Context: an optimization exercise on an open-source flow, tuned for small area, a short achievable clock period and few clock cycles per item. The choices shown serve that exercise and are no tape-out recipe. In this exercise RTL edits were held to simulation tests only and were not proved equivalent to the original. Power is estimated from default activity; no workload was simulated.

$ cat flow/run.sh
#!/bin/bash
set -euo pipefail
export SETUP_SLACK_MARGIN=13
bash standard.sh > standard.log 2>&1
$ cat standard.sh
#!/bin/bash
# synth_recipe.tcl (not shown) runs the flow's synth.tcl, then flattens the netlist and writes it again
# the make line also repeats each setting of config.mk as NAME=value (left out here)
make -C /OpenROAD-flow-scripts/flow DESIGN_CONFIG=/design/flow/config.mk WORK_HOME=/design/flow/orfs CLKGATE_MAP_FILE= SYNTH_SCRIPT=/design/flow/synth_recipe.tcl "${@:-finish}"
$ cat config.mk
export PLATFORM = sky130hd
export DESIGN_NAME = cpu
export DESIGN_NICKNAME = cpu
export VERILOG_FILES = /design/flow/design.v
export SDC_FILE = /design/flow/constraint.sdc
export NUM_CORES = 4
export LEC_CHECK = 0
export CAP_MARGIN = 20
export CORE_MARGIN = 2
export CORE_UTILIZATION = 40
export SLEW_MARGIN = 20
export SYNTH_HIERARCHICAL = 1
$ cat constraint.sdc
create_clock -name core_clock -period 18.0 [get_ports {clk}]
set_input_delay 3.6000 -clock core_clock [delete_from_list [all_inputs] [get_ports {clk}]]
set_output_delay 3.6000 -clock core_clock [all_outputs]
set_load 0.01 [all_outputs]
$ cat design.v
module mul_pass(
    input  [32:0] a,
    input  [6:0] w,
    input  [35:0] acc,
    output [42:0] t
);
wire neg0 = w[2];
wire one0 = w[1] ^ w[0];
wire two0 = (w[2] & ~w[1] & ~w[0]) | (~w[2] & w[1] & w[0]);
wire pp0_0 = ((one0 & a[0]) | (two0 & 1'b0)) ^ neg0;
wire pp0_1 = ((one0 & a[1]) | (two0 & a[0])) ^ neg0;
wire pp0_2 = ((one0 & a[2]) | (two0 & a[1])) ^ neg0;
wire pp0_3 = ((one0 & a[3]) | (two0 & a[2])) ^ neg0;
wire pp0_4 = ((one0 & a[4]) | (two0 & a[3])) ^ neg0;
wire pp0_5 = ((one0 & a[5]) | (two0 & a[4])) ^ neg0;
wire pp0_6 = ((one0 & a[6]) | (two0 & a[5])) ^ neg0;
wire pp0_7 = ((one0 & a[7]) | (two0 & a[6])) ^ neg0;
wire pp0_8 = ((one0 & a[8]) | (two0 & a[7])) ^ neg0;
wire pp0_9 = ((one0 & a[9]) | (two0 & a[8])) ^ neg0;
wire pp0_10 = ((one0 & a[10]) | (two0 & a[9])) ^ neg0;
wire pp0_11 = ((one0 & a[11]) | (two0 & a[10])) ^ neg0;
wire pp0_12 = ((one0 & a[12]) | (two0 & a[11])) ^ neg0;
wire pp0_13 = ((one0 & a[13]) | (two0 & a[12])) ^ neg0;
wire pp0_14 = ((one0 & a[14]) | (two0 & a[13])) ^ neg0;
wire pp0_15 = ((one0 & a[15]) | (two0 & a[14])) ^ neg0;
wire pp0_16 = ((one0 & a[16]) | (two0 & a[15])) ^ neg0;
wire pp0_17 = ((one0 & a[17]) | (two0 & a[16])) ^ neg0;
wire pp0_18 = ((one0 & a[18]) | (two0 & a[17])) ^ neg0;
wire pp0_19 = ((one0 & a[19]) | (two0 & a[18])) ^ neg0;
wire pp0_20 = ((one0 & a[20]) | (two0 & a[19])) ^ neg0;
wire pp0_21 = ((one0 & a[21]) | (two0 & a[20])) ^ neg0;
wire pp0_22 = ((one0 & a[22]) | (two0 & a[21])) ^ neg0;
wire pp0_23 = ((one0 & a[23]) | (two0 & a[22])) ^ neg0;
wire pp0_24 = ((one0 & a[24]) | (two0 & a[23])) ^ neg0;
wire pp0_25 = ((one0 & a[25]) | (two0 & a[24])) ^ neg0;
wire pp0_26 = ((one0 & a[26]) | (two0 & a[25])) ^ neg0;
wire pp0_27 = ((one0 & a[27]) | (two0 & a[26])) ^ neg0;
wire pp0_28 = ((one0 & a[28]) | (two0 & a[27])) ^ neg0;
wire pp0_29 = ((one0 & a[29]) | (two0 & a[28])) ^ neg0;
wire pp0_30 = ((one0 & a[30]) | (two0 & a[29])) ^ neg0;
wire pp0_31 = ((one0 & a[31]) | (two0 & a[30])) ^ neg0;
wire pp0_32 = ((one0 & a[32]) | (two0 & a[31])) ^ neg0;
wire pp0_33 = ((one0 & a[32]) | (two0 & a[32])) ^ neg0;
wire neg1 = w[4];
wire one1 = w[3] ^ w[2];
wire two1 = (w[4] & ~w[3] & ~w[2]) | (~w[4] & w[3] & w[2]);
wire pp1_0 = ((one1 & a[0]) | (two1 & 1'b0)) ^ neg1;
wire pp1_1 = ((one1 & a[1]) | (two1 & a[0])) ^ neg1;
wire pp1_2 = ((one1 & a[2]) | (two1 & a[1])) ^ neg1;
wire pp1_3 = ((one1 & a[3]) | (two1 & a[2])) ^ neg1;
wire pp1_4 = ((one1 & a[4]) | (two1 & a[3])) ^ neg1;
wire pp1_5 = ((one1 & a[5]) | (two1 & a[4])) ^ neg1;
wire pp1_6 = ((one1 & a[6]) | (two1 & a[5])) ^ neg1;
wire pp1_7 = ((one1 & a[7]) | (two1 & a[6])) ^ neg1;
wire pp1_8 = ((one1 & a[8]) | (two1 & a[7])) ^ neg1;
wire pp1_9 = ((one1 & a[9]) | (two1 & a[8])) ^ neg1;
wire pp1_10 = ((one1 & a[10]) | (two1 & a[9])) ^ neg1;
wire pp1_11 = ((one1 & a[11]) | (two1 & a[10])) ^ neg1;
wire pp1_12 = ((one1 & a[12]) | (two1 & a[11])) ^ neg1;
wire pp1_13 = ((one1 & a[13]) | (two1 & a[12])) ^ neg1;
wire pp1_14 = ((one1 & a[14]) | (two1 & a[13])) ^ neg1;
wire pp1_15 = ((one1 & a[15]) | (two1 & a[14])) ^ neg1;
wire pp1_16 = ((one1 & a[16]) | (two1 & a[15])) ^ neg1;
wire pp1_17 = ((one1 & a[17]) | (two1 & a[16])) ^ neg1;
wire pp1_18 = ((one1 & a[18]) | (two1 & a[17])) ^ neg1;
wire pp1_19 = ((one1 & a[19]) | (two1 & a[18])) ^ neg1;
wire pp1_20 = ((one1 & a[20]) | (two1 & a[19])) ^ neg1;
wire pp1_21 = ((one1 & a[21]) | (two1 & a[20])) ^ neg1;
wire pp1_22 = ((one1 & a[22]) | (two1 & a[21])) ^ neg1;
wire pp1_23 = ((one1 & a[23]) | (two1 & a[22])) ^ neg1;
wire pp1_24 = ((one1 & a[24]) | (two1 & a[23])) ^ neg1;
wire pp1_25 = ((one1 & a[25]) | (two1 & a[24])) ^ neg1;
wire pp1_26 = ((one1 & a[26]) | (two1 & a[25])) ^ neg1;
wire pp1_27 = ((one1 & a[27]) | (two1 & a[26])) ^ neg1;
wire pp1_28 = ((one1 & a[28]) | (two1 & a[27])) ^ neg1;
wire pp1_29 = ((one1 & a[29]) | (two1 & a[28])) ^ neg1;
wire pp1_30 = ((one1 & a[30]) | (two1 & a[29])) ^ neg1;
wire pp1_31 = ((one1 & a[31]) | (two1 & a[30])) ^ neg1;
wire pp1_32 = ((one1 & a[32]) | (two1 & a[31])) ^ neg1;
wire pp1_33 = ((one1 & a[32]) | (two1 & a[32])) ^ neg1;
wire neg2 = w[6];
wire one2 = w[5] ^ w[4];
wire two2 = (w[6] & ~w[5] & ~w[4]) | (~w[6] & w[5] & w[4]);
wire pp2_0 = ((one2 & a[0]) | (two2 & 1'b0)) ^ neg2;
wire pp2_1 = ((one2 & a[1]) | (two2 & a[0])) ^ neg2;
wire pp2_2 = ((one2 & a[2]) | (two2 & a[1])) ^ neg2;
wire pp2_3 = ((one2 & a[3]) | (two2 & a[2])) ^ neg2;
wire pp2_4 = ((one2 & a[4]) | (two2 & a[3])) ^ neg2;
wire pp2_5 = ((one2 & a[5]) | (two2 & a[4])) ^ neg2;
wire pp2_6 = ((one2 & a[6]) | (two2 & a[5])) ^ neg2;
wire pp2_7 = ((one2 & a[7]) | (two2 & a[6])) ^ neg2;
wire pp2_8 = ((one2 & a[8]) | (two2 & a[7])) ^ neg2;
wire pp2_9 = ((one2 & a[9]) | (two2 & a[8])) ^ neg2;
wire pp2_10 = ((one2 & a[10]) | (two2 & a[9])) ^ neg2;
wire pp2_11 = ((one2 & a[11]) | (two2 & a[10])) ^ neg2;
wire pp2_12 = ((one2 & a[12]) | (two2 & a[11])) ^ neg2;
wire pp2_13 = ((one2 & a[13]) | (two2 & a[12])) ^ neg2;
wire pp2_14 = ((one2 & a[14]) | (two2 & a[13])) ^ neg2;
wire pp2_15 = ((one2 & a[15]) | (two2 & a[14])) ^ neg2;
wire pp2_16 = ((one2 & a[16]) | (two2 & a[15])) ^ neg2;
wire pp2_17 = ((one2 & a[17]) | (two2 & a[16])) ^ neg2;
wire pp2_18 = ((one2 & a[18]) | (two2 & a[17])) ^ neg2;
wire pp2_19 = ((one2 & a[19]) | (two2 & a[18])) ^ neg2;
wire pp2_20 = ((one2 & a[20]) | (two2 & a[19])) ^ neg2;
wire pp2_21 = ((one2 & a[21]) | (two2 & a[20])) ^ neg2;
wire pp2_22 = ((one2 & a[22]) | (two2 & a[21])) ^ neg2;
wire pp2_23 = ((one2 & a[23]) | (two2 & a[22])) ^ neg2;
wire pp2_24 = ((one2 & a[24]) | (two2 & a[23])) ^ neg2;
wire pp2_25 = ((one2 & a[25]) | (two2 & a[24])) ^ neg2;
wire pp2_26 = ((one2 & a[26]) | (two2 & a[25])) ^ neg2;
wire pp2_27 = ((one2 & a[27]) | (two2 & a[26])) ^ neg2;
wire pp2_28 = ((one2 & a[28]) | (two2 & a[27])) ^ neg2;
wire pp2_29 = ((one2 & a[29]) | (two2 & a[28])) ^ neg2;
wire pp2_30 = ((one2 & a[30]) | (two2 & a[29])) ^ neg2;
wire pp2_31 = ((one2 & a[31]) | (two2 & a[30])) ^ neg2;
wire pp2_32 = ((one2 & a[32]) | (two2 & a[31])) ^ neg2;
wire pp2_33 = ((one2 & a[32]) | (two2 & a[32])) ^ neg2;
wire s1 = pp0_4 ^ pp1_2;
wire c2 = pp0_4 & pp1_2;
wire s3 = pp0_5 ^ pp1_3;
wire c4 = pp0_5 & pp1_3;
wire s5 = pp0_6 ^ pp1_4;
wire c6 = pp0_6 & pp1_4;
wire s7 = pp0_7 ^ pp1_5;
wire c8 = pp0_7 & pp1_5;
wire s9 = pp0_8 ^ pp1_6;
wire c10 = pp0_8 & pp1_6;
wire s11 = pp0_9 ^ pp1_7;
wire c12 = pp0_9 & pp1_7;
wire s13 = pp0_10 ^ pp1_8;
wire c14 = pp0_10 & pp1_8;
wire s15 = pp0_11 ^ pp1_9;
wire c16 = pp0_11 & pp1_9;
wire s17 = pp0_12 ^ pp1_10;
wire c18 = pp0_12 & pp1_10;
wire s19 = pp0_13 ^ pp1_11;
wire c20 = pp0_13 & pp1_11;
wire s21 = pp0_14 ^ pp1_12;
wire c22 = pp0_14 & pp1_12;
wire s23 = pp0_15 ^ pp1_13;
wire c24 = pp0_15 & pp1_13;
wire s25 = pp0_16 ^ pp1_14;
wire c26 = pp0_16 & pp1_14;
wire s27 = pp0_17 ^ pp1_15;
wire c28 = pp0_17 & pp1_15;
wire s29 = pp0_18 ^ pp1_16;
wire c30 = pp0_18 & pp1_16;
wire s31 = pp0_19 ^ pp1_17;
wire c32 = pp0_19 & pp1_17;
wire s33 = pp0_20 ^ pp1_18;
wire c34 = pp0_20 & pp1_18;
wire s35 = pp0_21 ^ pp1_19;
wire c36 = pp0_21 & pp1_19;
wire s37 = pp0_22 ^ pp1_20;
wire c38 = pp0_22 & pp1_20;
wire s39 = pp0_23 ^ pp1_21;
wire c40 = pp0_23 & pp1_21;
wire s41 = pp0_24 ^ pp1_22;
wire c42 = pp0_24 & pp1_22;
wire s43 = pp0_25 ^ pp1_23;
wire c44 = pp0_25 & pp1_23;
wire s45 = pp0_26 ^ pp1_24;
wire c46 = pp0_26 & pp1_24;
wire s47 = pp0_27 ^ pp1_25;
wire c48 = pp0_27 & pp1_25;
wire s49 = pp0_28 ^ pp1_26;
wire c50 = pp0_28 & pp1_26;
wire s51 = pp0_29 ^ pp1_27;
wire c52 = pp0_29 & pp1_27;
wire s53 = pp0_30 ^ pp1_28;
wire c54 = pp0_30 & pp1_28;
wire s55 = pp0_31 ^ pp1_29;
wire c56 = pp0_31 & pp1_29;
wire s57 = pp0_32 ^ pp1_30;
wire c58 = pp0_32 & pp1_30;
wire s59 = ~pp0_33 ^ pp1_31 ^ pp2_29;
wire c60 = (~pp0_33 & pp1_31) | (~pp0_33 & pp2_29) | (pp1_31 & pp2_29);
wire s61 = pp1_32 ^ pp2_30;
wire c62 = pp1_32 & pp2_30;
wire s63 = ~pp1_33 ^ pp2_31;
wire c64 = ~pp1_33 & pp2_31;
wire s65 = pp0_2 ^ pp1_0;
wire c66 = pp0_2 & pp1_0;
wire s67 = pp0_3 ^ pp1_1;
wire c68 = pp0_3 & pp1_1;
wire s69 = pp2_0 ^ neg2 ^ acc[4];
wire c70 = (pp2_0 & neg2) | (pp2_0 & acc[4]) | (neg2 & acc[4]);
wire s71 = pp2_1 ^ acc[5] ^ c2;
wire c72 = (pp2_1 & acc[5]) | (pp2_1 & c2) | (acc[5] & c2);
wire s73 = pp2_2 ^ acc[6] ^ c4;
wire c74 = (pp2_2 & acc[6]) | (pp2_2 & c4) | (acc[6] & c4);
wire s75 = pp2_3 ^ acc[7] ^ c6;
wire c76 = (pp2_3 & acc[7]) | (pp2_3 & c6) | (acc[7] & c6);
wire s77 = pp2_4 ^ acc[8] ^ c8;
wire c78 = (pp2_4 & acc[8]) | (pp2_4 & c8) | (acc[8] & c8);
wire s79 = pp2_5 ^ acc[9] ^ c10;
wire c80 = (pp2_5 & acc[9]) | (pp2_5 & c10) | (acc[9] & c10);
wire s81 = pp2_6 ^ acc[10] ^ c12;
wire c82 = (pp2_6 & acc[10]) | (pp2_6 & c12) | (acc[10] & c12);
wire s83 = pp2_7 ^ acc[11] ^ c14;
wire c84 = (pp2_7 & acc[11]) | (pp2_7 & c14) | (acc[11] & c14);
wire s85 = pp2_8 ^ acc[12] ^ c16;
wire c86 = (pp2_8 & acc[12]) | (pp2_8 & c16) | (acc[12] & c16);
wire s87 = pp2_9 ^ acc[13] ^ c18;
wire c88 = (pp2_9 & acc[13]) | (pp2_9 & c18) | (acc[13] & c18);
wire s89 = pp2_10 ^ acc[14] ^ c20;
wire c90 = (pp2_10 & acc[14]) | (pp2_10 & c20) | (acc[14] & c20);
wire s91 = pp2_11 ^ acc[15] ^ c22;
wire c92 = (pp2_11 & acc[15]) | (pp2_11 & c22) | (acc[15] & c22);
wire s93 = pp2_12 ^ acc[16] ^ c24;
wire c94 = (pp2_12 & acc[16]) | (pp2_12 & c24) | (acc[16] & c24);
wire s95 = pp2_13 ^ acc[17] ^ c26;
wire c96 = (pp2_13 & acc[17]) | (pp2_13 & c26) | (acc[17] & c26);
wire s97 = pp2_14 ^ acc[18] ^ c28;
wire c98 = (pp2_14 & acc[18]) | (pp2_14 & c28) | (acc[18] & c28);
wire s99 = pp2_15 ^ acc[19] ^ c30;
wire c100 = (pp2_15 & acc[19]) | (pp2_15 & c30) | (acc[19] & c30);
wire s101 = pp2_16 ^ acc[20] ^ c32;
wire c102 = (pp2_16 & acc[20]) | (pp2_16 & c32) | (acc[20] & c32);
wire s103 = pp2_17 ^ acc[21] ^ c34;
wire c104 = (pp2_17 & acc[21]) | (pp2_17 & c34) | (acc[21] & c34);
wire s105 = pp2_18 ^ acc[22] ^ c36;
wire c106 = (pp2_18 & acc[22]) | (pp2_18 & c36) | (acc[22] & c36);
wire s107 = pp2_19 ^ acc[23] ^ c38;
wire c108 = (pp2_19 & acc[23]) | (pp2_19 & c38) | (acc[23] & c38);
wire s109 = pp2_20 ^ acc[24] ^ c40;
wire c110 = (pp2_20 & acc[24]) | (pp2_20 & c40) | (acc[24] & c40);
wire s111 = pp2_21 ^ acc[25] ^ c42;
wire c112 = (pp2_21 & acc[25]) | (pp2_21 & c42) | (acc[25] & c42);
wire s113 = pp2_22 ^ acc[26] ^ c44;
wire c114 = (pp2_22 & acc[26]) | (pp2_22 & c44) | (acc[26] & c44);
wire s115 = pp2_23 ^ acc[27] ^ c46;
wire c116 = (pp2_23 & acc[27]) | (pp2_23 & c46) | (acc[27] & c46);
wire s117 = pp2_24 ^ acc[28] ^ c48;
wire c118 = (pp2_24 & acc[28]) | (pp2_24 & c48) | (acc[28] & c48);
wire s119 = pp2_25 ^ acc[29] ^ c50;
wire c120 = (pp2_25 & acc[29]) | (pp2_25 & c50) | (acc[29] & c50);
wire s121 = pp2_26 ^ acc[30] ^ c52;
wire c122 = (pp2_26 & acc[30]) | (pp2_26 & c52) | (acc[30] & c52);
wire s123 = pp2_27 ^ acc[31] ^ c54;
wire c124 = (pp2_27 & acc[31]) | (pp2_27 & c54) | (acc[31] & c54);
wire s125 = pp2_28 ^ acc[32] ^ c56;
wire c126 = (pp2_28 & acc[32]) | (pp2_28 & c56) | (acc[32] & c56);
wire s127 = acc[33] ^ 1'b1 ^ c58;
wire c128 = (acc[33] & 1'b1) | (acc[33] & c58) | (1'b1 & c58);
wire s129 = acc[34] ^ 1'b1 ^ c60;
wire c130 = (acc[34] & 1'b1) | (acc[34] & c60) | (1'b1 & c60);
wire s131 = ~acc[35] ^ 1'b1 ^ c62;
wire c132 = (~acc[35] & 1'b1) | (~acc[35] & c62) | (1'b1 & c62);
wire s133 = pp0_0 ^ neg0;
wire c134 = pp0_0 & neg0;
wire s135 = pp0_1 ^ acc[1];
wire c136 = pp0_1 & acc[1];
wire s137 = neg1 ^ acc[2] ^ s65;
wire c138 = (neg1 & acc[2]) | (neg1 & s65) | (acc[2] & s65);
wire s139 = acc[3] ^ c66 ^ s67;
wire c140 = (acc[3] & c66) | (acc[3] & s67) | (c66 & s67);
wire s141 = s1 ^ c68 ^ s69;
wire c142 = (s1 & c68) | (s1 & s69) | (c68 & s69);
wire s143 = s3 ^ c70 ^ s71;
wire c144 = (s3 & c70) | (s3 & s71) | (c70 & s71);
wire s145 = s5 ^ c72 ^ s73;
wire c146 = (s5 & c72) | (s5 & s73) | (c72 & s73);
wire s147 = s7 ^ c74 ^ s75;
wire c148 = (s7 & c74) | (s7 & s75) | (c74 & s75);
wire s149 = s9 ^ c76 ^ s77;
wire c150 = (s9 & c76) | (s9 & s77) | (c76 & s77);
wire s151 = s11 ^ c78 ^ s79;
wire c152 = (s11 & c78) | (s11 & s79) | (c78 & s79);
wire s153 = s13 ^ c80 ^ s81;
wire c154 = (s13 & c80) | (s13 & s81) | (c80 & s81);
wire s155 = s15 ^ c82 ^ s83;
wire c156 = (s15 & c82) | (s15 & s83) | (c82 & s83);
wire s157 = s17 ^ c84 ^ s85;
wire c158 = (s17 & c84) | (s17 & s85) | (c84 & s85);
wire s159 = s19 ^ c86 ^ s87;
wire c160 = (s19 & c86) | (s19 & s87) | (c86 & s87);
wire s161 = s21 ^ c88 ^ s89;
wire c162 = (s21 & c88) | (s21 & s89) | (c88 & s89);
wire s163 = s23 ^ c90 ^ s91;
wire c164 = (s23 & c90) | (s23 & s91) | (c90 & s91);
wire s165 = s25 ^ c92 ^ s93;
wire c166 = (s25 & c92) | (s25 & s93) | (c92 & s93);
wire s167 = s27 ^ c94 ^ s95;
wire c168 = (s27 & c94) | (s27 & s95) | (c94 & s95);
wire s169 = s29 ^ c96 ^ s97;
wire c170 = (s29 & c96) | (s29 & s97) | (c96 & s97);
wire s171 = s31 ^ c98 ^ s99;
wire c172 = (s31 & c98) | (s31 & s99) | (c98 & s99);
wire s173 = s33 ^ c100 ^ s101;
wire c174 = (s33 & c100) | (s33 & s101) | (c100 & s101);
wire s175 = s35 ^ c102 ^ s103;
wire c176 = (s35 & c102) | (s35 & s103) | (c102 & s103);
wire s177 = s37 ^ c104 ^ s105;
wire c178 = (s37 & c104) | (s37 & s105) | (c104 & s105);
wire s179 = s39 ^ c106 ^ s107;
wire c180 = (s39 & c106) | (s39 & s107) | (c106 & s107);
wire s181 = s41 ^ c108 ^ s109;
wire c182 = (s41 & c108) | (s41 & s109) | (c108 & s109);
wire s183 = s43 ^ c110 ^ s111;
wire c184 = (s43 & c110) | (s43 & s111) | (c110 & s111);
wire s185 = s45 ^ c112 ^ s113;
wire c186 = (s45 & c112) | (s45 & s113) | (c112 & s113);
wire s187 = s47 ^ c114 ^ s115;
wire c188 = (s47 & c114) | (s47 & s115) | (c114 & s115);
wire s189 = s49 ^ c116 ^ s117;
wire c190 = (s49 & c116) | (s49 & s117) | (c116 & s117);
wire s191 = s51 ^ c118 ^ s119;
wire c192 = (s51 & c118) | (s51 & s119) | (c118 & s119);
wire s193 = s53 ^ c120 ^ s121;
wire c194 = (s53 & c120) | (s53 & s121) | (c120 & s121);
wire s195 = s55 ^ c122 ^ s123;
wire c196 = (s55 & c122) | (s55 & s123) | (c122 & s123);
wire s197 = s57 ^ c124 ^ s125;
wire c198 = (s57 & c124) | (s57 & s125) | (c124 & s125);
wire s199 = s59 ^ c126 ^ s127;
wire c200 = (s59 & c126) | (s59 & s127) | (c126 & s127);
wire s201 = s61 ^ c128 ^ s129;
wire c202 = (s61 & c128) | (s61 & s129) | (c128 & s129);
wire s203 = s63 ^ c130 ^ s131;
wire c204 = (s63 & c130) | (s63 & s131) | (c130 & s131);
wire s205 = pp2_32 ^ c64 ^ c132;
wire c206 = (pp2_32 & c64) | (pp2_32 & c132) | (c64 & c132);
wire [42:0] r0 = {1'b1, 1'b1, 1'b1, 1'b1, 1'b1, ~pp2_33, c204, c202, c200, c198, c196, c194, c192, c190, c188, c186, c184, c182, c180, c178, c176, c174, c172, c170, c168, c166, c164, c162, c160, c158, c156, c154, c152, c150, c148, c146, c144, c142, c140, c138, c136, c134, acc[0]};
wire [42:0] r1 = {1'b0, 1'b0, 1'b0, 1'b0, 1'b0, c206, s205, s203, s201, s199, s197, s195, s193, s191, s189, s187, s185, s183, s181, s179, s177, s175, s173, s171, s169, s167, s165, s163, s161, s159, s157, s155, s153, s151, s149, s147, s145, s143, s141, s139, s137, s135, s133};
assign t = r0 + r1;
endmodule
module cpu(
    input clk,
    input nrst,
    input [31:0] isram_dataout,
    output isram_cs,
    output [15:0] isram_addr,
    input [31:0] dsram_dataout,
    output [3:0] dsram_wen,
    output [15:0] dsram_addr,
    output [31:0] dsram_datain
);
localparam [6:0] OP_LUI = 7'b0110111, OP_AUIPC = 7'b0010111, OP_JAL = 7'b1101111,
                 OP_JALR = 7'b1100111, OP_BR = 7'b1100011, OP_LD = 7'b0000011,
                 OP_ST = 7'b0100011, OP_IMM = 7'b0010011, OP_OP = 7'b0110011,
                 OP_SYS = 7'b1110011;
reg  [31:0] pcF;         
reg         vF;          
reg  [15:0] faddr;       
reg  [15:0] seqF;        
reg         csq;         
reg         redir_q;     
reg  [31:0] redir_pc;
reg  [31:0] irD;
reg  [31:0] pcD;
reg         vD;
reg         predD;       
reg  [15:0] tgtD;        
reg         stallD;      
reg         vE;
reg  [4:0]  rdE;
reg         wenE, brE, jalrE, ldE, stE, mulE, csrE, linkE, csrwE, predE;
reg  [2:0]  f3E;
reg  [2:0]  aluE;        
reg         subE, sraE;
reg  [1:0]  csrsE;       
reg  [31:0] aE, bE, cE;  
reg         fa1, fa2, fb1, fb2, fc1, fc2;
reg         vM1, wenM1, ldM1;
reg  [4:0]  rdM1;
reg  [2:0]  f3M1;
reg  [31:0] resM1;
reg  [3:0]  wenq;
reg  [31:0] sdM1;
reg         vM2, wenM2, ldM2;
reg  [4:0]  rdM2;
reg  [2:0]  f3M2;
reg  [31:0] resM2;
reg         mbusy;       
reg         mdone;       
reg         mkill;       
localparam ND = 3;           
localparam NP = 6;           
localparam NB = 2 * ND * NP;   
localparam TW = 36 + 2 * ND + (ND == 6 ? -1 : 1);
reg  [2:0]  mcnt;
reg  [4:0]  mrd;
reg         mhi;
reg  [32:0] ma;
reg  [NB:0] mq;
reg  [35:0] macc;
reg  [31:0] instret, instreth, cycle, cycleh;
reg  [31:0] rf [1:31];
function automatic [63:0] inc64(input [63:0] x);
    reg [7:0] ones;
    reg       c;
    integer g, i;
    begin
        for (g = 0; g < 8; g = g + 1)
            ones[g] = &x[8*g +: 8];
        for (g = 0; g < 8; g = g + 1) begin
            c = 1'b1;
            for (i = 0; i < g; i = i + 1)
                c = c & ones[i];
            for (i = 0; i < 8; i = i + 1) begin
                inc64[8*g + i] = x[8*g + i] ^ c;
                c = c & x[8*g + i];
            end
        end
    end
endfunction
function automatic [31:0] pcinc(input [31:0] p);
    reg [63:0] t;
    begin
        t = inc64({34'd0, p[31:2]});
        pcinc = {t[29:0], p[1:0]};
    end
endfunction
function automatic [2:0] uses(input [31:0] w);    
    reg [6:0] op;
    begin
        op = w[6:0];
        uses[2] = (op == OP_JALR) | (op == OP_BR) | (op == OP_LD) | (op == OP_ST) |
                  (op == OP_IMM) | (op == OP_OP) |
                  ((op == OP_SYS) & ~w[14] & (w[13:12] != 2'b00));
        uses[1] = (op == OP_BR) | (op == OP_ST) | (op == OP_OP);
        uses[0] = (op == OP_OP) & w[25];
    end
endfunction
function automatic hazard(
    input v, input u1, input u2, input m, input [4:0] rs1, input [4:0] rs2,
    input ve, input wene, input lde, input mule, input [4:0] rde,
    input vm1, input wenm1, input ldm1, input [4:0] rdm1,
    input busy, input pend, input [4:0] mr);
    reg l1, l2, p1, p2;
    begin
        l1 = (ve & wene & lde & rde == rs1) | (vm1 & wenm1 & ldm1 & rdm1 == rs1);
        l2 = (ve & wene & lde & rde == rs2) | (vm1 & wenm1 & ldm1 & rdm1 == rs2);
        p1 = (ve & mule & rde == rs1 & rs1 != 5'd0) | (pend & mr == rs1);
        p2 = (ve & mule & rde == rs2 & rs2 != 5'd0) | (pend & mr == rs2);
        hazard = v & ((u1 & (l1 | p1)) | (u2 & (l2 | p2)) | (m & ((ve & mule) | busy)));
    end
endfunction
wire [31:0] iw = isram_dataout;
wire        pd_jal = (iw[6:0] == OP_JAL);
wire        pd_br  = (iw[6:0] == OP_BR);
wire        pd_take = pd_jal | (pd_br & (iw[31] | iw[12]));
wire [15:0] pd_tgt;
pd_add u_pd(.pc(pcF[15:0]), .iw(iw), .tgt(pd_tgt));
wire [2:0]  f_uses = uses(iw);
wire [6:0] opD  = irD[6:0];
wire [4:0] rdD  = irD[11:7];
wire [2:0] f3D  = irD[14:12];
wire [4:0] rs1D = irD[19:15];
wire [4:0] rs2D = irD[24:20];
wire d_lui  = (opD == OP_LUI);
wire d_aui  = (opD == OP_AUIPC);
wire d_jal  = (opD == OP_JAL);
wire d_jalr = (opD == OP_JALR);
wire d_br   = (opD == OP_BR);
wire d_ld   = (opD == OP_LD);
wire d_st   = (opD == OP_ST);
wire d_imm  = (opD == OP_IMM);
wire d_op   = (opD == OP_OP);
wire d_sys  = (opD == OP_SYS);
wire d_mul  = d_op & irD[25];
wire d_csr  = d_sys & (f3D[1:0] != 2'b00);
wire d_known = d_lui | d_aui | d_jal | d_jalr | d_br | d_ld | d_st | d_imm | d_op | d_sys;
wire [2:0] d_uses = uses(irD);
wire d_use1 = d_uses[2];
wire d_use2 = d_uses[1];
wire d_wen  = (d_lui | d_aui | d_jal | d_jalr | d_ld | d_imm | (d_op & ~d_mul) | d_sys) &
              (rdD != 5'd0);
wire [31:0] immI = {{20{irD[31]}}, irD[31:20]};
wire [31:0] immS = {{20{irD[31]}}, irD[31:25], irD[11:7]};
wire [31:0] immB = {{20{irD[31]}}, irD[7], irD[30:25], irD[11:8], 1'b0};
wire [31:0] immU = {irD[31:12], 12'd0};
wire [31:0] immJ = {{12{irD[31]}}, irD[19:12], irD[20], irD[30:21], 1'b0};
wire        m2w   = vM2 & wenM2;
wire        mwb   = mbusy & mdone & ~mkill & ~m2w;
wire        rf_we = m2w | mwb;
wire [4:0]  rf_wa = m2w ? rdM2 : mrd;
wire [31:0] rf_wd;
wire [31:0] sel1 = 32'd1 << rs1D;
wire [31:0] sel2 = 32'd1 << rs2D;
reg  [31:0] rf1, rf2;
integer ri;
always @(*) begin
    rf1 = 32'd0;
    rf2 = 32'd0;
    for (ri = 1; ri < 32; ri = ri + 1) begin
        rf1 = rf1 | ({32{sel1[ri]}} & rf[ri]);
        rf2 = rf2 | ({32{sel2[ri]}} & rf[ri]);
    end
end
wire [31:0] r1D = (rf_we && rf_wa == rs1D) ? rf_wd : rf1;
wire [31:0] r2D = (rf_we && rf_wa == rs2D) ? rf_wd : rf2;
wire [31:0] pc4D  = pcinc(pcD);
wire [31:0] tgt32 = pcD + (d_jal ? immJ : immB);
wire m1E = rdE == rs1D, m2E = rdE == rs2D;
wire m1M = rdM1 == rs1D, m2M = rdM1 == rs2D;
wire [31:0] A = fa1 ? resM1 : fa2 ? resM2 : aE;
wire [31:0] B = fb1 ? resM1 : fb2 ? resM2 : bE;
wire [31:0] C = fc1 ? resM1 : fc2 ? resM2 : cE;
wire [32:0] sumx = {1'b0, A} + {1'b0, subE ? ~B : B} + {32'd0, subE};
wire [31:0] sum = sumx[31:0];
wire        eq  = (A == B);
wire        ltu = ~sumx[32];
wire        lts = (A[31] ^ B[31]) ? A[31] : sum[31];
wire        shl = (aluE == 3'b001);
wire [31:0] shin;
genvar gi;
generate for (gi = 0; gi < 32; gi = gi + 1) begin : g_rev
    assign shin[gi] = shl ? A[31 - gi] : A[gi];
end endgenerate
wire [32:0] shx = {sraE & A[31], shin};
wire [32:0] shr = $signed(shx) >>> B[4:0];
wire [31:0] shres;
generate for (gi = 0; gi < 32; gi = gi + 1) begin : g_rev2
    assign shres[gi] = shl ? shr[31 - gi] : shr[gi];
end endgenerate
reg [31:0] alu;
always @(*) begin
    case (aluE)
        3'b000: alu = sum;
        3'b001: alu = shres;
        3'b010: alu = {31'd0, lts};
        3'b011: alu = {31'd0, ltu};
        3'b100: alu = A ^ B;
        3'b101: alu = shres;
        3'b110: alu = A | B;
        default: alu = A & B;
    endcase
end
wire [31:0] csr_old = csrsE[0] ? (csrsE[1] ? instreth : instret)
                               : (csrsE[1] ? cycleh : cycle);
reg  [31:0] csr_new;
always @(*) begin
    case (f3E[1:0])
        2'b01:   csr_new = A;
        2'b10:   csr_new = csr_old | A;
        default: csr_new = csr_old & ~A;
    endcase
end
wire [31:0] resE = linkE ? cE : csrE ? csr_old : alu;
reg btaken;
always @(*) begin
    case (f3E)
        3'b000: btaken = eq;
        3'b001: btaken = ~eq;
        3'b100: btaken = lts;
        3'b101: btaken = ~lts;
        3'b110: btaken = ltu;
        3'b111: btaken = ~ltu;
        default: btaken = 1'b0;
    endcase
end
wire mispE = vE & (jalrE | (brE & (btaken != predE)));
wire [1:0]  ea = sum[1:0];
reg  [3:0]  st_wen;
reg  [31:0] st_data;
always @(*) begin
    case (f3E[1:0])
        2'b00:   begin st_wen = ~(4'b0001 << ea); st_data = {4{C[7:0]}}; end
        2'b01:   begin st_wen = ea[1] ? 4'b0011 : 4'b1100; st_data = {2{C[15:0]}}; end
        default: begin st_wen = 4'b0000; st_data = C; end
    endcase
end
wire        disp = vE & mulE;
wire [TW-1:0] mt;
mul_pass u_mul(.a(ma), .w(mq[2*ND:0]), .acc(macc), .t(mt));
wire [63:0] mprod = {macc, mq[NB:1]};
wire [31:0] mres = mhi ? mprod[63:32] : mprod[31:0];
reg [31:0] ld_al;
always @(*) begin
    case (f3M2[1:0])
        2'b00: begin
            case (resM2[1:0])
                2'b00: ld_al = {{24{~f3M2[2] & dsram_dataout[7]}},  dsram_dataout[7:0]};
                2'b01: ld_al = {{24{~f3M2[2] & dsram_dataout[15]}}, dsram_dataout[15:8]};
                2'b10: ld_al = {{24{~f3M2[2] & dsram_dataout[23]}}, dsram_dataout[23:16]};
                default: ld_al = {{24{~f3M2[2] & dsram_dataout[31]}}, dsram_dataout[31:24]};
            endcase
        end
        2'b01: ld_al = resM2[1] ? {{16{~f3M2[2] & dsram_dataout[31]}}, dsram_dataout[31:16]}
                                : {{16{~f3M2[2] & dsram_dataout[15]}}, dsram_dataout[15:0]};
        default: ld_al = dsram_dataout;
    endcase
end
assign rf_wd = ~m2w ? mres : ldM2 ? ld_al : resM2;
assign dsram_addr   = resM1[15:0];
assign dsram_wen    = wenq;
assign dsram_datain = sdM1;
wire        pred_go = vD & predD;
assign isram_cs   = csq;
assign isram_addr = faddr;
wire [31:0] next_pc = redir_q ? redir_pc : pred_go ? tgt32 : pcinc(pcF);
wire [31:0] n_pcF = isram_cs ? next_pc : pcF;
wire advD = ~stallD;
wire dadv = vD & advD & ~mispE & d_known;      
wire n_vD = mispE ? 1'b0 : stallD ? vD : (vF & ~pred_go);
wire n_vE = dadv;
wire        n_predD = advD ? pd_take : predD;
wire [15:0] n_tgtD  = advD ? pd_tgt : tgtD;
wire [15:0] n_redir = jalrE ? {sum[15:1], 1'b0} : C[15:0];
wire [31:0] n_seq4  = pcinc({16'd0, redir_q ? redir_pc[15:0] : pred_go ? tgtD : seqF});
wire [15:0] n_seq   = isram_cs ? n_seq4[15:0] : seqF;
wire [15:0] n_faddr = mispE ? n_redir : (n_vD & n_predD) ? n_tgtD : n_seq;
wire mrel = mbusy & mdone & (mkill | ~m2w);     
wire n_mbusy = disp | (mbusy & ~mrel);
wire n_mdone = ~disp & mbusy & ~mrel & (mdone | (mcnt == NP - 1));
wire n_mkill = disp ? ((rdE == 5'd0) | (dadv & d_wen & rdD == rdE))
                    : (mkill | (mbusy & dadv & d_wen & rdD == mrd));
wire [4:0] n_mrd = disp ? rdE : mrd;
wire n_mwb = n_mbusy & n_mdone & ~n_mkill & ~(vM1 & wenM1);
wire [2:0] n_uses = stallD ? d_uses : f_uses;
wire [4:0] n_rs1  = stallD ? rs1D : iw[19:15];
wire [4:0] n_rs2  = stallD ? rs2D : iw[24:20];
wire n_stallD = hazard(n_vD, n_uses[2], n_uses[1], n_uses[0], n_rs1, n_rs2,
                       n_vE, d_wen, d_ld, d_mul, rdD,
                       vE, wenE, ldE, rdE,
                       n_mbusy, n_mbusy & ~n_mkill & ~n_mwb, n_mrd);
always @(posedge clk) begin
    if (~nrst) begin
        vF <= 1'b0;
        vD <= 1'b0;
        stallD <= 1'b0;
        vE <= 1'b0;
        vM1 <= 1'b0;
        vM2 <= 1'b0;
        wenq <= 4'hF;
        redir_q <= 1'b1;
        redir_pc <= 32'd0;
        pcF <= 32'd0;
        faddr <= 16'd0;
        seqF <= 16'd4;
        csq <= 1'b1;
        mbusy <= 1'b0;
        mdone <= 1'b0;
    end else begin
        redir_q <= mispE;
        redir_pc <= jalrE ? {sum[31:1], 1'b0} : C;
        pcF <= n_pcF;
        faddr <= n_faddr;
        seqF <= n_seq;
        csq <= mispE | ~n_stallD;
        vF <= ~mispE & (isram_cs | vF);
        vD <= n_vD;
        stallD <= n_stallD;
        vE <= n_vE;
        vM1 <= vE;
        wenq <= (vE & stE) ? st_wen : 4'hF;
        vM2 <= vM1;
        mbusy <= n_mbusy;
        mdone <= n_mdone;
    end
end
always @(posedge clk) begin
    if (advD) begin
        irD   <= iw;
        pcD   <= pcF;
        predD <= pd_take;
        tgtD  <= pd_tgt;
    end
end
always @(posedge clk) begin
    if (advD) begin
        rdE   <= rdD;
        wenE  <= d_wen;
        brE   <= d_br;
        jalrE <= d_jalr;
        ldE   <= d_ld;
        stE   <= d_st;
        mulE  <= d_mul;
        csrE  <= d_csr;
        csrwE <= d_csr & (rdD != 5'd0);
        linkE <= d_jal | d_jalr;
        predE <= predD;
        f3E   <= f3D;
        csrsE <= {irD[27], irD[21]};
        if (d_op | d_imm) begin
            aluE <= f3D;
            subE <= (d_op & irD[30] & (f3D == 3'b000)) | (f3D[2:1] == 2'b01);
            sraE <= irD[30];
        end else begin
            aluE <= 3'b000;
            subE <= 1'b0;
            sraE <= 1'b0;
        end
        if (d_br) subE <= 1'b1;
        aE <= d_lui ? 32'd0 : d_aui ? pcD : (d_csr & f3D[2]) ? {27'd0, rs1D} : r1D;
        bE <= (d_op | d_br) ? r2D :
              d_st ? immS :
              (d_lui | d_aui) ? immU : immI;
        cE <= d_st ? r2D : (d_jal | d_jalr) ? pc4D : (predD ? pc4D : tgt32);
        fa1 <= d_use1 & vE & wenE & m1E;
        fa2 <= d_use1 & vM1 & wenM1 & m1M & ~(vE & wenE & m1E);
        fb1 <= (d_op | d_br) & vE & wenE & m2E;
        fb2 <= (d_op | d_br) & vM1 & wenM1 & m2M & ~(vE & wenE & m2E);
        fc1 <= d_st & vE & wenE & m2E;
        fc2 <= d_st & vM1 & wenM1 & m2M & ~(vE & wenE & m2E);
    end
end
always @(posedge clk) begin
    rdM1  <= rdE;
    wenM1 <= wenE;
    ldM1  <= ldE;
    f3M1  <= f3E;
    resM1 <= resE;
    sdM1  <= st_data;
end
always @(posedge clk) begin
    rdM2  <= rdM1;
    wenM2 <= wenM1;
    ldM2  <= ldM1;
    f3M2  <= f3M1;
    resM2 <= resM1;
end
always @(posedge clk) begin
    mkill <= n_mkill;
    mrd   <= n_mrd;
    if (disp) begin
        mhi  <= f3E[1:0] != 2'b00;
        ma   <= {(f3E[1:0] != 2'b11) & A[31], A};
        mq   <= {{(NB-31){~f3E[1] & B[31]}}, B, 1'b0};
        macc <= 36'd0;
        mcnt <= 3'd0;
    end else if (mbusy & ~mdone) begin
        mq   <= {mt[2*ND-1:0], mq[NB:2*ND]};
        macc <= $signed(mt[TW-1:2*ND]);
        mcnt <= mcnt + 3'd1;
    end
end
always @(posedge clk) begin
    if (rf_we)
        rf[rf_wa] <= rf_wd;
end
wire csr_wr = vE & csrwE;
always @(posedge clk) begin
    if (~nrst) begin
        instret  <= 32'd0;
        instreth <= 32'd0;
        cycle    <= 32'd0;
        cycleh   <= 32'd0;
    end else begin
        {cycleh, cycle} <= inc64({cycleh, cycle});
        if (csr_wr) begin
            if (csrsE == 2'b01) instret <= csr_new;
            if (csrsE == 2'b11) instreth <= csr_new;
        end else if (vE) begin
            {instreth, instret} <= inc64({instreth, instret});
        end
    end
end
endmodule
module pd_add(
    input  [15:0] pc,
    input  [31:0] iw,
    output [15:0] tgt
);
wire [15:0] imm = iw[2] ? {iw[15:12], iw[20], iw[30:21], 1'b0}
                        : {{4{iw[31]}}, iw[7], iw[30:25], iw[11:8], 1'b0};
assign tgt = pc + imm;
endmodule
==> results of run 1 <==
## cell usage in the layout, fill, tap and decap left out, types with 124 or more instances in the layout
cell       count
nand2_1      567
buf_4        457
mux2i_1      325
dfxtp_1      386
inv_1        221
a22o_1       346
nand4_1      187
xnor2_1      141
o21ai_0      348
clkbuf_16    197
a221oi_1     337
nor2_1       416
nand2b_1     124
a21oi_1      502
edfxtp_1    1253
ha_1         326
a22oi_1      308
## power groups by stage
stage / Sequential [mW] / Combinational, mW / Clock [mW]
after floorplan: 4.44 / 0.814 / 0
after global placement: 4.61 / 1.50 / 0
after detailed placement: 4.61 / 1.50 / 0
after CTS: 4.52 / 1.63 / 3.92
after global routing: 4.54 / 1.83 / 4.08
final: 4.55 / 1.81 / 3.94
## layout make-up
cell class	instances	area [sq um]
fill	20400	118000
multi-input combinational	5978	47200
sequential	1670	46100
timing repair buffer	751	7410
clock buffer	229	4850
tap	3026	3790
clock inverter	112	1360
inverter	270	1150
antenna	30	75.1
timing repair inverter	5	31.3
## critical path, delay by kind of cell
kind | cells | cell delay [ns]
AOI/OAI and AO/OA | 7 | 1.17
buffers and inverters | 4 | 0.69
muxes | 1 | 0.26
and+or+nand+nor | 2 | 0.15
## registers in the layout, indices dropped and copies added (netlist names), 32 cells and up
signal	flops
cE	32
macc	36
irD	32
sdM1	32
instret	32
mq	37
cycle	32
cycleh	32
pcF	32
pcD	32
redir_pc	32
resM1	32
bE	32
ma	33
rf	992
aE	32
instreth	32
resM2	32
## worst min path at each step
| stage | startpoint | to | slack, ns |
|---|---|---|---|
| after global placement | f3M1[1] | f3M2[1] | 0.31 |
| final | f3M1[0] | f3M2[0] | 0.29 |
| after CTS | f3M1[0] | f3M2[0] | 0.30 |
| after detailed placement | f3M1[1] | f3M2[1] | 0.32 |
| after global routing | f3M1[0] | f3M2[0] | 0.31 |
| after floorplan | f3M1[0] | f3M2[0] | 0.31 |
## metrics by stage
step                      total power, mW  instance area, sq um  worst slack [ns]  util (%)  std cells
after floorplan                      5.26                 93000             12.10         -       8577
after global routing                 10.4                112000             12.72      48.7      12000
after detailed placement             6.11                 98300             10.69      42.8      11300
final                                10.3                112000             12.71      48.7      12100
after CTS                            10.1                109000             12.73      47.3      11900
after global placement               6.11                 98300             10.70      42.8      11300
## metal layers
metal | part of all wire (%) | up-vias | GRT usage, %
li1 | - | 33800 | -
met1 | 35 | 42600 | 48.9
met2 | 39 | 8629 | 54.8
met3 | 16 | 2388 | 18.4
met4 | 9.3 | 34 | 27.6
met5 | 0.18 | - | 1.06
## timing repair
item	CTS	global route
setup buffers	178	129
setup endpoints to repair	1041	676
hold buffers	0	0
pin swaps	121	179
gates cloned	46	16
gates resized for setup	771	361
endpoints found under the hold margin	0	0
==> impl_metrics.ini, run 1 <==
[place]
portBuffers = 134
gp_congestion = 1.08
hpwl_mm = 299

[drt]
ant_nets = 0
drc = 0
vias = 87500
dr.pass1.iters = 16
via_per_inst = 7.25
wirelength_mm = 488
drt-initial-drc-count = 17500
routedWlPerCell_um = 40.4

[die]
core_area_sq_mm = 0.230
pin_count = 135
die_w_um = 484
rows = 176
die_h_um = 484
initial_core_util_pct = 40.2
dieArea_sq_mm = 0.234

[global_route]
track_usage_pct = 39.8
grt_pass1_vias = 80500
grt_max_degree = 160
grt_pass1_wl_mm = 653
antenna_found_initial = 40
overflow = 0

[timing]
slew_viol_final = 0
max_freq_mhz = 189
worstMarginPinSlew_ns = 1.35
rsz0062_at_grt = yes
period_minus_slack_ns = 5.29
period_share_pct = 29.4
slew_headroom_pct = 7.35
hold_viol = 0
setup_viol = 0
skew_ns = 0.134
setup_tns_ns = 0
whs_ns = 0.288

[setup_path]
crit_start = dsram_dataout[7]
critPathKind = in -> reg
endpoint = aE[10]
max_stage_delay_ns = 0.28
required_ns = 18.62
critPathCaptureType = flip-flop
path_max_fanout = 5
worstSetupStartpointType = input pin
worst-r2r-setup-slack_ns = 12.94
reg2reg_depth = 20
slowest_stage = o21ai_2
cp.arrival_ns = 5.90
cp_cell_sequence = buf_8 > mux2i_4 > nor2_2 > a21oi_4 > nor4_4 > buf_12 > buf_12 > a21oi_4 > a2bb2oi_4 > a21oi_2 > o21ai_2 > bufinv_8 > o32a_1 > a22o_1
r2r_end = faddr[15]
r2r-start = fb2

[outcome]
outcome = finished clean

[synth]
syn_inst = 8577
synth_fp_nets = 9103
avgSynthCellArea_sq_um = 10.8
yosysWarnings = 7
syn_area_sq_mm = 0.0922

[clocking]
cts_tree = yes
cts_buffer_depth = 3
clock_latency_ns = 0.93
cts_buffers = 182
clockRootBuffer = clkbuf_16
cts.sinks = 1670
clk_pin_slew_ns = 0.07
htree_levels = 4

[power_and_ir_drop]
sw_frac_of_total_pct = 31.1
pwr-share-seq_pct = 44.2
leakage_nw = 40.0
clkPwrFrac_pct = 38.2
p_per_area_mw_per_mm2 = 92.0
ir_drop_mv = 0.120
combPwrFrac_pct = 17.6
p_sw_mw = 3.20
internal-power_mw = 7.10

[final_layout]
nets = 9384
syn_to_final_growth_pct = 21.4
drive_gt1_share_pct = 19.5

[hold_path]
hold_class = reg -> reg
hold_depth = 0

[run]
cap_violations = 0
Testbench counts, summed over its fixed seeds: cycles 86,802, instrs 61,413.
==> run 2: changes to the inputs <==
--- a/design.v
+++ b/design.v
@@ -358,6 +358,7 @@
 reg         wenE, brE, jalrE, ldE, stE, mulE, csrE, linkE, csrwE, predE;
 reg  [2:0]  f3E;
 reg  [2:0]  aluE;        
+reg         kEq, kNe, kLt, kGe, kLtu, kGeu, kJ;
 reg         subE, sraE;
 reg  [1:0]  csrsE;       
 reg  [31:0] aE, bE, cE;  
@@ -438,11 +439,17 @@
     end
 endfunction
 wire [31:0] iw = isram_dataout;
-wire        pd_jal = (iw[6:0] == OP_JAL);
-wire        pd_br  = (iw[6:0] == OP_BR);
-wire        pd_take = pd_jal | (pd_br & (iw[31] | iw[12]));
-wire [15:0] pd_tgt;
-pd_add u_pd(.pc(pcF[15:0]), .iw(iw), .tgt(pd_tgt));
+wire        pd_jal  = (iw[6:0] == OP_JAL);
+wire        pd_br   = (iw[6:0] == OP_BR);
+wire        pd_jalr = (iw[6:0] == OP_JALR);
+wire        pd_fuse = pd_jalr & vD & (irD[6:0] == OP_AUIPC) & (irD[11:7] != 5'd0) &
+                      (iw[19:15] == irD[11:7]);
+wire        pd_take = pd_jal | pd_fuse | (pd_br & (iw[31] | iw[12]));
+wire [15:0] aui16 = {pcD[15:12] + irD[15:12], pcD[11:0]};    
+wire [15:0] pd_tjb, pd_tj;      
+pd_add u_pd(.pc(pcF[15:0]), .auipc(aui16), .iw(iw), .tjb(pd_tjb), .tj(pd_tj));
+wire        pd_isj = (iw[3:2] == 2'b01);
+wire [15:0] pd_tgt = pd_isj ? pd_tj : pd_tjb;
 wire [2:0]  f_uses = uses(iw);
 wire [6:0] opD  = irD[6:0];
 wire [4:0] rdD  = irD[11:7];
@@ -489,10 +496,12 @@
         rf2 = rf2 | ({32{sel2[ri]}} & rf[ri]);
     end
 end
-wire [31:0] r1D = (rf_we && rf_wa == rs1D) ? rf_wd : rf1;
-wire [31:0] r2D = (rf_we && rf_wa == rs2D) ? rf_wd : rf2;
+wire [31:0] r1D = rf1;
+wire [31:0] r2D = rf2;
+wire        w1D = rf_we & (rf_wa == rs1D) & (rs1D != 5'd0);
+wire        w2D = rf_we & (rf_wa == rs2D) & (rs2D != 5'd0);
 wire [31:0] pc4D  = pcinc(pcD);
-wire [31:0] tgt32 = pcD + (d_jal ? immJ : immB);
+wire [31:0] tgt32;
 wire m1E = rdE == rs1D, m2E = rdE == rs2D;
 wire m1M = rdM1 == rs1D, m2M = rdM1 == rs2D;
 wire [31:0] A = fa1 ? resM1 : fa2 ? resM2 : aE;
@@ -539,6 +548,9 @@
     endcase
 end
 wire [31:0] resE = linkE ? cE : csrE ? csr_old : alu;
+wire [31:0] tgt_jb = pcD + (d_jal ? immJ : immB);
+wire [31:0] jtgt = aE + bE + immI;
+assign tgt32 = d_jalr ? {jtgt[31:1], 1'b0} : tgt_jb;
 reg btaken;
 always @(*) begin
     case (f3E)
@@ -551,7 +563,8 @@
         default: btaken = 1'b0;
     endcase
 end
-wire mispE = vE & (jalrE | (brE & (btaken != predE)));
+wire mispE = vE & (kJ | (eq & kEq) | (~eq & kNe) | (lts & kLt) | (~lts & kGe) |
+                   (ltu & kLtu) | (~ltu & kGeu));
 wire [1:0]  ea = sum[1:0];
 reg  [3:0]  st_wen;
 reg  [31:0] st_data;
@@ -601,7 +614,12 @@
 wire [15:0] n_redir = jalrE ? {sum[15:1], 1'b0} : C[15:0];
 wire [31:0] n_seq4  = pcinc({16'd0, redir_q ? redir_pc[15:0] : pred_go ? tgtD : seqF});
 wire [15:0] n_seq   = isram_cs ? n_seq4[15:0] : seqF;
-wire [15:0] n_faddr = mispE ? n_redir : (n_vD & n_predD) ? n_tgtD : n_seq;
+wire        sel_pd  = ~mispE & advD & vF & ~pred_go & pd_take;
+wire [15:0] n_frest = mispE ? n_redir : (stallD & vD & predD) ? tgtD : n_seq;
+wire        sel_tj  = sel_pd & pd_isj;
+wire        sel_tjb = sel_pd & ~pd_isj;
+wire [15:0] n_faddr = ({16{sel_tj}} & pd_tj) | ({16{sel_tjb}} & pd_tjb) |
+                      ({16{~sel_pd}} & n_frest);
 wire mrel = mbusy & mdone & (mkill | ~m2w);     
 wire n_mbusy = disp | (mbusy & ~mrel);
 wire n_mdone = ~disp & mbusy & ~mrel & (mdone | (mcnt == NP - 1));
@@ -609,13 +627,17 @@
                     : (mkill | (mbusy & dadv & d_wen & rdD == mrd));
 wire [4:0] n_mrd = disp ? rdE : mrd;
 wire n_mwb = n_mbusy & n_mdone & ~n_mkill & ~(vM1 & wenM1);
+wire [2:0] n_mcnt = disp ? 3'd0 : (mbusy & ~mdone) ? mcnt + 3'd1 : mcnt;
+wire n_mrel  = n_mbusy & n_mdone & (n_mkill | ~(vM1 & wenM1));
+wire t1_done = n_mbusy & ~n_mrel & (n_mdone | (n_mcnt == NP - 1));
+wire n_mheld = n_mbusy & ~n_mrel & ~(t1_done & (n_mkill | ~(vE & wenE)));
 wire [2:0] n_uses = stallD ? d_uses : f_uses;
 wire [4:0] n_rs1  = stallD ? rs1D : iw[19:15];
 wire [4:0] n_rs2  = stallD ? rs2D : iw[24:20];
 wire n_stallD = hazard(n_vD, n_uses[2], n_uses[1], n_uses[0], n_rs1, n_rs2,
                        n_vE, d_wen, d_ld, d_mul, rdD,
                        vE, wenE, ldE, rdE,
-                       n_mbusy, n_mbusy & ~n_mkill & ~n_mwb, n_mrd);
+                       n_mheld, n_mbusy & ~n_mkill & ~n_mwb, n_mrd);
 always @(posedge clk) begin
     if (~nrst) begin
         vF <= 1'b0;
@@ -672,6 +694,13 @@
         csrwE <= d_csr & (rdD != 5'd0);
         linkE <= d_jal | d_jalr;
         predE <= predD;
+        kEq  <= d_br & (f3D[2:1] == 2'b00) & (f3D[0] == predD);
+        kNe  <= d_br & (f3D[2:1] == 2'b00) & (f3D[0] != predD);
+        kLt  <= d_br & (f3D[2:1] == 2'b10) & (f3D[0] == predD);
+        kGe  <= d_br & (f3D[2:1] == 2'b10) & (f3D[0] != predD);
+        kLtu <= d_br & (f3D[2:1] == 2'b11) & (f3D[0] == predD);
+        kGeu <= d_br & (f3D[2:1] == 2'b11) & (f3D[0] != predD);
+        kJ   <= d_jalr & ~predD;
         f3E   <= f3D;
         csrsE <= {irD[27], irD[21]};
         if (d_op | d_imm) begin
@@ -684,11 +713,14 @@
             sraE <= 1'b0;
         end
         if (d_br) subE <= 1'b1;
-        aE <= d_lui ? 32'd0 : d_aui ? pcD : (d_csr & f3D[2]) ? {27'd0, rs1D} : r1D;
-        bE <= (d_op | d_br) ? r2D :
+        aE <= (d_use1 & w1D) ? rf_wd :
+              d_lui ? 32'd0 : d_aui ? pcD : (d_csr & f3D[2]) ? {27'd0, rs1D} : r1D;
+        bE <= ((d_op | d_br) & w2D) ? rf_wd :
+              (d_op | d_br) ? r2D :
               d_st ? immS :
               (d_lui | d_aui) ? immU : immI;
-        cE <= d_st ? r2D : (d_jal | d_jalr) ? pc4D : (predD ? pc4D : tgt32);
+        cE <= (d_st & w2D) ? rf_wd :
+              d_st ? r2D : (d_jal | d_jalr) ? pc4D : (predD ? pc4D : tgt_jb);
         fa1 <= d_use1 & vE & wenE & m1E;
         fa2 <= d_use1 & vM1 & wenM1 & m1M & ~(vE & wenE & m1E);
         fb1 <= (d_op | d_br) & vE & wenE & m2E;
@@ -751,10 +783,14 @@
 endmodule
 module pd_add(
     input  [15:0] pc,
+    input  [15:0] auipc,
     input  [31:0] iw,
-    output [15:0] tgt
+    output [15:0] tjb,       
+    output [15:0] tj         
 );
-wire [15:0] imm = iw[2] ? {iw[15:12], iw[20], iw[30:21], 1'b0}
+wire [15:0] imm = iw[3] ? {iw[15:12], iw[20], iw[30:21], 1'b0}
                         : {{4{iw[31]}}, iw[7], iw[30:25], iw[11:8], 1'b0};
-assign tgt = pc + imm;
+assign tjb = pc + imm;
+wire [15:0] t = auipc + {{4{iw[31]}}, iw[31:20]};
+assign tj = {t[15:1], 1'b0};
 endmodule
--- a/config.mk
+++ b/config.mk
@@ -10,3 +10,4 @@
 export CORE_UTILIZATION = 40
 export SLEW_MARGIN = 20
 export SYNTH_HIERARCHICAL = 1
+export TNS_END_PERCENT = 0
==> run 2 against run 1 <==
  * Still clean
  * Flip-flop and latch count is 5 higher
  * Critical path depth is 4 lower
  * Setup slack worse by 0.18 ns
  * Fmax is 3.4% lower
  * Register-to-register slack worse by 0.40 ns
  * Utilization is 2.3 points lower
  * Via count is 0.50% higher
  * Clock skew is 0.054 ns lower
==> impl_metrics.ini, run 2 <==
[outcome]
outcome = finished clean

[synth]
avgSynthCellArea_sq_um = 10.5
syn_area_sq_mm = 0.0961
synth_fp_nets = 9736
yosysWarnings = 7
syn_inst = 9129

[drt]
vias = 87900
drt-initial-drc-count = 16700
via_per_inst = 7.04
drc = 0
ant_nets = 0
wirelength_mm = 487
dr.pass1.iters = 13
routedWlPerCell_um = 39.0

[run]
cap_violations = 0

[clocking]
clockRootBuffer = clkbuf_16
cts.sinks = 1675
htree_levels = 4
cts_tree = yes
clock_latency_ns = 0.90
cts_buffers = 183
cts_buffer_depth = 3
clk_pin_slew_ns = 0.06
cts_hold_buf = 0

[die]
pin_count = 135
die_h_um = 494
die_w_um = 494
core_area_sq_mm = 0.238
rows = 179
dieArea_sq_mm = 0.244
initial_core_util_pct = 40.3

[setup_path]
r2r-start = fa2
path_max_fanout = 33
critPathCaptureType = flip-flop
worstSetupStartpointType = input pin
crit_start = dsram_dataout[12]
slowest_stage = clkdlybuf4s50_1
critPathKind = in -> reg
cp.arrival_ns = 6.20
required_ns = 18.73
cp_cell_sequence = clkdlybuf4s50_1 > inv_1 > nor3_1 > a21oi_1 > o211ai_1 > o211ai_1 > o21ai_2 > buf_6 > o22ai_2 > a21oi_1
max_stage_delay_ns = 0.53

[global_route]
track_usage_pct = 38.5
overflow = 0
antenna_found_initial = 29
grt_pass1_wl_mm = 662
grt_pass1_vias = 82200
grt_max_degree = 146

[final_layout]
syn_to_final_growth_pct = 15.1
nFillCells = 21800
reg_top3 = rf x992, mq x37, macc x36
drive_gt1_share_pct = 12.8
nets = 9762
layout_commonest_cell = edfxtp_1
regMostFlops = rf
largest_reg_flops = 992
most-common-layout-cells = 1,275 x edfxtp_1, 622 x nand2_1, 588 x a21oi_1

[timing]
hold_viol = 0
setup_tns_ns = 0
worst_slack_ns = 12.53
max_freq_mhz = 183
slew_viol_final = 0
worstMarginPinSlew_ns = 1.35
slew_headroom_pct = 9.15
period_minus_slack_ns = 5.47
period_share_pct = 30.4
setup_viol = 0
skew_ns = 0.0806
rsz0062_at_grt = yes

[hold_path]
min_from = f3M1[0]
hold_class = reg -> reg

[power_and_ir_drop]
clkPwrFrac_pct = 34.9
combPwrFrac_pct = 24.0
internal-power_mw = 7.65
p_per_area_mw_per_mm2 = 104
ir_drop_mv = 0.0808
p_sw_mw = 3.85
pwr-share-seq_pct = 41.1
sw_frac_of_total_pct = 33.5
leakage_nw = 40.6

[place]
gp_congestion = 1.07
dp_slack_ns = 10.20
hpwl_mm = 315
portBuffers = 134
==> run 2: cell types whose count changed in the layout (fill, tap and decap cells not counted), sizes merged, moves of 61 or more <==
cell / previous run / this run
a22oi: 312 / 476
a22o: 346 / 245
nand3: 113 / 209
a221oi: 367 / 306
buf: 650 / 382
nor2: 539 / 654
==> run 2: critical path, delay by kind of cell <==
kind | cells | cell delay [ns]
buffers and inverters | 3 | 0.91
AOI/OAI and AO/OA | 6 | 1.42
and+or+nand+nor | 1 | 0.18
==> run 2: path summary, 6_finish.rpt <==
path | to | slack [ns] | cells past startpoint
worst max-delay path | bE[4] | 12.53 | 10
worst min-delay path | f3M2[0] | 0.30 | 0
worst max register to register | faddr[1] | 12.54 | 18
worst min register to register | f3M2[0] | 0.30 | 0
==> run 2: repair_timing <==
item                                    in CTS  in global routing
hold endpoints to repair                     0                  0
pin swaps                                   40                 15
setup buffers                               75                  6
endpoints found under the setup margin    1155               1019
resized for setup                          356                 51
cloned                                      25                  3
==> run 2: area by class of cell <==
cell class | count | area, sq um | share of cell area, %
tap | 3167 | 3960 | 3.58
inverter | 288 | 1140 | 1.03
multi-input combinational | 6470 | 47900 | 43.3
clock buffer | 234 | 5000 | 4.52
antenna | 13 | 32.5 | 0.0294
sequential | 1675 | 46400 | 41.9
timing repair inverter | 13 | 97.6 | 0.0882
clock inverter | 110 | 1360 | 1.23
timing repair buffer | 524 | 4800 | 4.34
==> run 2: metrics by stage <==
step | hold WS, ns | total power, mW | util, % | cells | instance area [sq um]
after floorplan | 0.310 | 6.12 | - | 9129 | 96100
after global placement | 0.316 | 7.21 | 42.7 | 12000 | 102000
after detailed placement | 0.313 | 7.22 | 42.8 | 12000 | 102000
after CTS | 0.293 | 11.3 | 46.2 | 12500 | 110000
after global routing | 0.299 | 11.8 | 46.4 | 12500 | 111000
final | 0.305 | 11.5 | 46.4 | 12500 | 111000
==> run 2: layer usage <==
metal	vias up	part of all wire, %	GRT usage (%)
met3	2245	13	13.0
met2	7579	42	57.1
met4	20	9.4	27.7
li1	35200	-	-
met1	42900	35	46.7
met5	-	0.075	0.489
==> run 2: power groups by stage <==
stage | Clock [mW] | Sequential [mW] | Combinational (mW)
finish | 4.02 | 4.72 | 2.76
global route | 4.17 | 4.72 | 2.89
CTS | 4.03 | 4.70 | 2.60
detailed placement | 0 | 4.78 | 2.44
global placement | 0 | 4.78 | 2.43
floorplan | 0 | 4.60 | 1.53
Testbench counts of run 2, summed over its fixed seeds: cycles 83,320, instrs 61,413.
==> run 3: changes to the inputs <==
--- a/config.mk
+++ b/config.mk
@@ -10,4 +10,3 @@
 export CORE_UTILIZATION = 40
 export SLEW_MARGIN = 20
 export SYNTH_HIERARCHICAL = 1
-export TNS_END_PERCENT = 0
==> run 3 against run 2 <==
  * The layout now fails its checks (capacitance limit, slew limit)
  * Global-route usage rose by 0.53 points
  * Sequential share of layout area shrank 0.88 points
  * Die area stayed put
  * Clock skew up 0.027 ns
  * Wire length grew 1.9%
  * Combinational power increased by about 10%
  * Power grew 1.7%
  * Clock-buffer cell count shrank 14
  * Non-clock buffer count grew 107
  * Via count increased by 0.64%
  * Sequential power is essentially flat
  * Critical path type unchanged
==> impl_metrics.ini, run 3 <==
[drt]
routedWlPerCell_um = 39.4
ant_nets = 0
vias = 88500
via_per_inst = 7.02
drc = 0
wirelength_mm = 497
drt-initial-drc-count = 16900
dr.pass1.iters = 12

[final_layout]
layout_commonest_cell = edfxtp_1
nets = 9874
syn_to_final_growth_pct = 17.6
drive_gt1_share_pct = 16.7
fin_cells = 12600
largest_reg_flops = 992
nFillCells = 21700
multiInputGateArea_sq_mm = 0.0496
regMostFlops = rf
reg_top3 = rf x992, mq x37, macc x36
finish.utilization_pct = 47.4
seq_area_sq_mm = 0.0464
most-common-layout-cells = 1,275 x edfxtp_1, 609 x nand2_1, 548 x nor2_1, 548 x a21oi_1, 471 x a22oi_1

[power_and_ir_drop]
leakage_nw = 41.5
internal-power_mw = 7.71
pwr-share-seq_pct = 40.2
ir_drop_mv = 0.0922
p_sw_mw = 3.99
power.total_mw = 11.7
clkPwrFrac_pct = 33.8
sw_frac_of_total_pct = 34.1
combPwrFrac_pct = 26.0
p_per_area_mw_per_mm2 = 103

[place]
hpwl_mm = 312
post-place-cells = 12000
gp_congestion = 1.06
dp_slack_ns = 10.79
portBuffers = 134

[setup_path]
required_ns = 18.73
cp_common_cell = mux2_4
cp.arrival_ns = 6.13
critPathCaptureType = flip-flop
max_stage_delay_ns = 0.34
critPathKind = in -> reg
cp_cell_sequence = buf_12 > mux2_4 > ha_4 > fa_2 > a211o_1 > a21oi_2 > a22oi_2 > a31oi_2 > nand2_1 > xor2_1 > mux2_4 > mux2i_1 > nor2_1
worstSetupStartpointType = input pin
crit_start = isram_dataout[3]
path_max_fanout = 3
r2r-start = fa2
slowest_stage = fa_2

[synth]
yosysWarnings = 7
syn_inst = 9129
syn_area_sq_mm = 0.0961
synth_fp_nets = 9736
avgSynthCellArea_sq_um = 10.5

[outcome]
so.violations = capacitance limit, slew limit
outcome = finished with violations

[timing]
slew_viol_final = 3
period_minus_slack_ns = 5.40
rsz0062_at_grt = yes
max_freq_mhz = 185
setup_tns_ns = 0
hold_viol = 0
skew_ns = 0.107
worst_slack_ns = 12.60
worstMarginPinSlew_ns = 2.42
slew_headroom_pct = -62.4
setup_viol = 0
period_share_pct = 30.0

[global_route]
grt_max_degree = 97
grt_pass1_wl_mm = 669
track_usage_pct = 39.0
antenna_found_initial = 35
overflow = 0
grt_pass1_vias = 81900

[run]
cap_violations = 1

[clocking]
cts.sinks = 1675
clock_latency_ns = 0.91
cts_tree = yes
cts_hold_buf = 0
cts_buffers = 184
htree_levels = 4
cts_buffer_depth = 3
clockRootBuffer = clkbuf_16
clk_pin_slew_ns = 0.06

[die]
rows = 179
pin_count = 135
die_w_um = 494
core_area_sq_mm = 0.238
die_h_um = 494
initial_core_util_pct = 40.3
dieArea_sq_mm = 0.244

[hold_path]
min_from = f3M1[2]
hold_class = reg -> reg
==> run 3: final cells by class <==
| cell class | count | area share (%) |
|---|---|---|
| multi-input cells | 6486 | 43.8 |
| flip-flops and latches | 1675 | 41.0 |
| repair buffers | 631 | 5.11 |
| clock buffers | 220 | 4.26 |
| well taps | 3167 | 3.51 |
| clock inverters | 122 | 1.21 |
| inverters | 288 | 1.00 |
| diodes | 18 | 0.0398 |
| repair inverters | 1 | 0.00664 |
==> run 3: routing by layer <==
| layer | vias to the layer above | track usage [%] | routed length, um |
|---|---|---|---|
| li1 | 35400 | - | - |
| met1 | 42900 | 47.2 | 173000 |
| met2 | 7788 | 57.2 | 207000 |
| met3 | 2263 | 14.7 | 71100 |
| met4 | 34 | 27.3 | 45200 |
| met5 | - | 0.705 | 396 |
==> run 3: critical path, delay by kind of cell <==
| kind | cells | cell delay, ns |
|---|---|---|
| compound gates | 4 | 0.90 |
| fa+ha+maj | 2 | 0.51 |
| buf+inv | 1 | 0.11 |
| simple gates | 2 | 0.14 |
| mux | 3 | 0.71 |
| xor+xnor | 1 | 0.15 |
==> run 3: final timing paths <==
kind | endpoint | slack [ns] | depth (start not counted)
worst max-delay path | faddr[13] | 12.60 | 13
worst max register to register | faddr[11] | 12.84 | 17
worst min-delay path | f3M2[2] | 0.33 | 0
worst min register to register | f3M2[2] | 0.33 | 0
==> run 3: power by group through the flow <==
stage               sequential (mW)  combinational (mW)  clock [mW]
detailed placement             4.79                2.46           0
global placement               4.79                2.46           0
finish                         4.71                3.04        3.95
floorplan                      4.59                1.55           0
global route                   4.70                3.16        4.09
CTS                            4.68                2.73        3.95
==> run 3: repair_timing <==
item | 4_1_cts | 5_1_grt
buffers inserted | 138 | 56
pin swaps | 104 | 110
endpoints found under the setup margin | 1244 | 439
cloned | 37 | 2
resized for setup | 730 | 214
==> run 3: stage by stage <==
stage	hold slack, ns	area [sq um]
4_1_cts	0.328	111000
3_5_place_dp	0.314	102000
3_3_place_gp	0.314	102000
6_report	0.326	113000
2_1_floorplan	0.310	96600
5_1_grt	0.341	113000

## separate check: timing with driven ports
Ports are ideal in the flow. The routed layouts listed here were re-timed in OpenROAD.
Step 1: set_driving_cell puts a clkbuf_16 on clk and a buf_2 on each other input, an assumption about the parent block.
Step 2, shift: input delay + t, output delay - t, t = (earliest + latest rising clock arrival at the registers) / 2. This alone moves slack from input paths to output paths.
a / b / c = ideal ports / drivers / drivers and shift; a / b = the first two.
run	t, ns	setup WS [ns]	worst setup path at the end	slew at the worst register clock pin (ns)
run 1	0.961	12.713 / 12.773 / 11.812	input to register	0.07 / 0.07
run 2	0.959	12.528 / 12.535 / 11.638	input to register	0.07 / 0.07
run 3	0.952	12.600 / 12.651 / 11.699	input to register	0.08 / 0.08
